This design comes from an exercise in tuning for small area, a short achievable clock period and few clock cycles per item on the open sky130 flow, not from production work. Where RTL was checked, it was by simulation tests only, not by an equivalence proof against the original.

== exp/nickel ==
==> flow/design.v (excerpt) <==
module cordic(
    input wire [31:0]   angle,
    input wire [1:0]    opt,
    input wire          enable,
    input wire          reset,
    input wire          clk,
    output wire signed [31:0] sin_out,
    output wire signed [31:0] cos_out,
    output wire               done
);
Settings: LEC_CHECK=0, ABC_AREA=1, CAP_MARGIN=20, CORE_MARGIN=2, CORE_UTILIZATION=40, CTS_BUF_LIST=sky130_fd_sc_hd__clkbuf_8, CTS_CLUSTER_SIZE=24, SETUP_SLACK_MARGIN=3.5, SLEW_MARGIN=20; clock period 7.0 ns.
standard.sh (not shown) runs the stock make flow with config.mk's settings and CLKGATE_MAP_FILE= SYNTH_SCRIPT=/design/flow/synth_recipe.tcl, a recipe that flattens the netlist after the stock synthesis.
==> flow/flow/run.sh <==
#!/bin/bash
# The standard layout (standard.sh) with extra ORFS settings: port buffers
# made from sky130_fd_sc_hd__buf_1. ORFS writes each step's log under orfs/logs;
# make's own output goes to make.log.
set -euo pipefail
bash standard.sh 'BUFFER_PORTS_ARGS=-buffer_cell sky130_fd_sc_hd__buf_1' finish > make.log 2>&1
Testbench counts of exp/nickel, summed over its fixed seeds: cycles 43,200, items 2,400.
Setup changes, exp/nickel to exp/zinc
--- a/flow/design.v
+++ b/flow/design.v
@@ -26,33 +26,32 @@
             4'd12: atan_table = 16'd16;
             4'd13: atan_table = 16'd8;
             4'd14: atan_table = 16'd4;
             default: atan_table = 16'd2;
         endcase
     endfunction
     reg signed [17:0] x, y;
     reg [15:0] z;
-    reg [4:0]  n;                
+    reg [4:0]  m;                
+    reg [3:0]  sa, sb;           
     reg        dx, dyn, dz;      
     reg        sat_r, neg_r;     
     reg        sin_en, cos_en;   
-    wire done_r = n[4];
+    wire done_r = m[4];
     wire run    = enable & ~done_r;
-    wire first  = (n[3:0] == 4'd0);
-    wire st1    = (n[3:0] == 4'd1);
-    wire last   = (n[3:0] == 4'd15);
-    wire signed [17:0] yi = y ^ {18{dx}};
-    wire signed [17:0] xi = x ^ {18{dyn}};
-    wire [17:0] ys = yi >>> n[3:0];
-    wire [17:0] xs = xi >>> n[3:0];
+    wire first  = (m[3:0] == 4'd15);
+    wire st1    = (m[3:0] == 4'd14);
+    wire last   = (m[3:0] == 4'd0);
+    wire [17:0] ys = y >>> sa;
+    wire [17:0] xs = x >>> ~sb;
     wire [17:0] x_nx, y_nx;
     wire [15:0] z_nx;
     wire        ax_m = dx;
-    wire [17:0] ax_b = ys;
+    wire [17:0] ax_b = ys ^ {18{ax_m}};
     wire [17:0] ax_p = x ^ ax_b;
     wire [17:0] ax_g = x & ax_b;
     wire ax_c0 = ax_g[0] | (ax_p[0] & ax_m);
     wire ax_G0 = ax_g[17] | (ax_p[17] & ax_g[16]);
     wire ax_P0 = ax_p[17] & ax_p[16];
     wire ax_G1 = ax_g[16] | (ax_p[16] & ax_g[15]);
     wire ax_P1 = ax_p[16] & ax_p[15];
     wire ax_G2 = ax_g[15] | (ax_p[15] & ax_g[14]);
@@ -149,17 +148,17 @@
     wire ax_G53 = ax_G39 | (ax_P39 & ax_G31);
     wire ax_G54 = ax_G40 | (ax_P40 & ax_G32);
     wire ax_G55 = ax_G41 | (ax_P41 & ax_G16);
     wire ax_G56 = ax_G42 | (ax_P42 & ax_c0);
     wire ax_G57 = ax_G47 | (ax_P47 & ax_G16);
     wire ax_G58 = ax_G48 | (ax_P48 & ax_c0);
     assign x_nx = ax_p ^ {ax_G58, ax_G49, ax_G50, ax_G51, ax_G52, ax_G53, ax_G54, ax_G55, ax_G56, ax_G43, ax_G44, ax_G45, ax_G46, ax_G31, ax_G32, ax_G16, ax_c0, ax_m};
     wire        ay_m = dyn;
-    wire [17:0] ay_b = xs;
+    wire [17:0] ay_b = xs ^ {18{ay_m}};
     wire [17:0] ay_p = y ^ ay_b;
     wire [17:0] ay_g = y & ay_b;
     wire ay_c0 = ay_g[0] | (ay_p[0] & ay_m);
     wire ay_G0 = ay_g[17] | (ay_p[17] & ay_g[16]);
     wire ay_P0 = ay_p[17] & ay_p[16];
     wire ay_G1 = ay_g[16] | (ay_p[16] & ay_g[15]);
     wire ay_P1 = ay_p[16] & ay_p[15];
     wire ay_G2 = ay_g[15] | (ay_p[15] & ay_g[14]);
@@ -264,17 +263,17 @@
     always @* begin
         case ({neg_r, dz})
             2'b01:   zc01 = -16'd16321;    
             2'b00:   zc01 = -16'd21087;
             2'b11:   zc01 =  16'd21087;
             default: zc01 =  16'd16321;    
         endcase
     end
-    wire [15:0] z_b = st1 ? zc01 : atan_table(n[3:0]);
+    wire [15:0] z_b = st1 ? zc01 : atan_table(~m[3:0]);
     wire        az_m = dz & ~st1;
     wire [15:0] az_b = z_b ^ {16{az_m}};
     wire [15:0] az_p = z ^ az_b;
     wire [15:0] az_g = z & az_b;
     wire az_c0 = az_g[0] | (az_p[0] & az_m);
     wire az_G0 = az_g[15] | (az_p[15] & az_g[14]);
     wire az_P0 = az_p[15] & az_p[14];
     wire az_G1 = az_g[14] | (az_p[14] & az_g[13]);
@@ -370,26 +369,28 @@
         neg_r  <= angle[31];
         sin_en <= ~opt[0];
         cos_en <= ~(opt[1] & opt[0]);
         if (run) begin
             z   <= first ? angle[15:0] : z_nx;
             dx  <= d_nx;
             dyn <= ~d_nx;
             dz  <= d_nx;
+            sa  <= first ? 4'd1 : sa + 4'd1;
+            sb  <= first ? 4'he : ~(sa + 4'd1);
         end
     end
     always @(posedge clk or posedge reset) begin
         if (reset) begin
             x  <= K;
             y  <= 18'd0;
-            n  <= 5'd0;
+            m  <= 5'd15;
         end else if (run) begin
             if (!first) x <= (last & ~cos_en) ? 18'd0 : x_nx;
             y  <= first ? (angle[31] ? NK : K) :
                   (last & ~sin_en) ? 18'd0 : y_nx;
-            n  <= n + 5'd1;
+            m  <= m - 5'd1;
         end
     end
     assign done    = done_r;
     assign sin_out = {{14{y[17]}}, y};
     assign cos_out = {{14{x[17]}}, x};
 endmodule
==> comparison <==
- Every stage of the flow completed for exp/zinc, and the final layout passed the timing, design-rule and antenna checks.
- Number of enable-type register cells in the synthesized netlist (exp/zinc over exp/nickel): increase, 8
- Where upper clock frequency limit is concerned, exp/nickel is outperformed by exp/zinc.
- Per the comparison of exp/zinc with exp/nickel, buffer and inverter count on the worst path went down; maximum count of clock buffers along a single path did not really move.
- Start point of the critical path: dx -> exp/nickel, sb[0] -> exp/zinc
- exp/zinc vs exp/nickel, end of the critical path: y[13] vs x[10]
- Delay of the slowest critical-path stage, exp/nickel and exp/zinc, lower one = exp/zinc.
- Number of tap cells inserted in exp/zinc is 13% higher than in exp/nickel
- Between exp/nickel and exp/zinc, period utilization decreased.
- Delta (exp/zinc minus exp/nickel): final area has increased; flip-flop and latch area went up by 14%; number of buffers added for setup after CTS picked up an extra 7.
No functional check of the RTL was part of exp/zinc.

## port drivers added, routing unchanged
No port has a modelled driver above. Below, the same layouts with a new extraction and two added sets of constraints. Step 1 (the two cells are an assumption about what drives the block):
set clk [get_ports {clk}]
set_driving_cell -lib_cell sky130_fd_sc_hd__clkbuf_16 $clk
set_driving_cell -lib_cell sky130_fd_sc_hd__buf_2 [delete_from_list [all_inputs] $clk]
Step 2 also shifts input and output timing later by t, the mid clock arrival at the registers, as if the neighbouring blocks saw the same clock. a / b / c = ideal ports / drivers / drivers and shift; a / b = the first two.
| run | t, ns | setup slack, ns | worst slew at a driven data input, ns | cell pins on the clock port's net |
|---|---|---|---|---|
| exp/nickel | 0.406 | 3.641 / 3.641 / 3.383 | 0.03 | 1 |
| exp/zinc | 0.423 | 3.721 / 3.721 / 3.455 | 0.03 | 1 |
After both steps every run listed still meets setup and hold. For exp/zinc, which loses most, drivers alone change the setup slack by 0.000 ns; drivers and shift together by -0.266 ns.
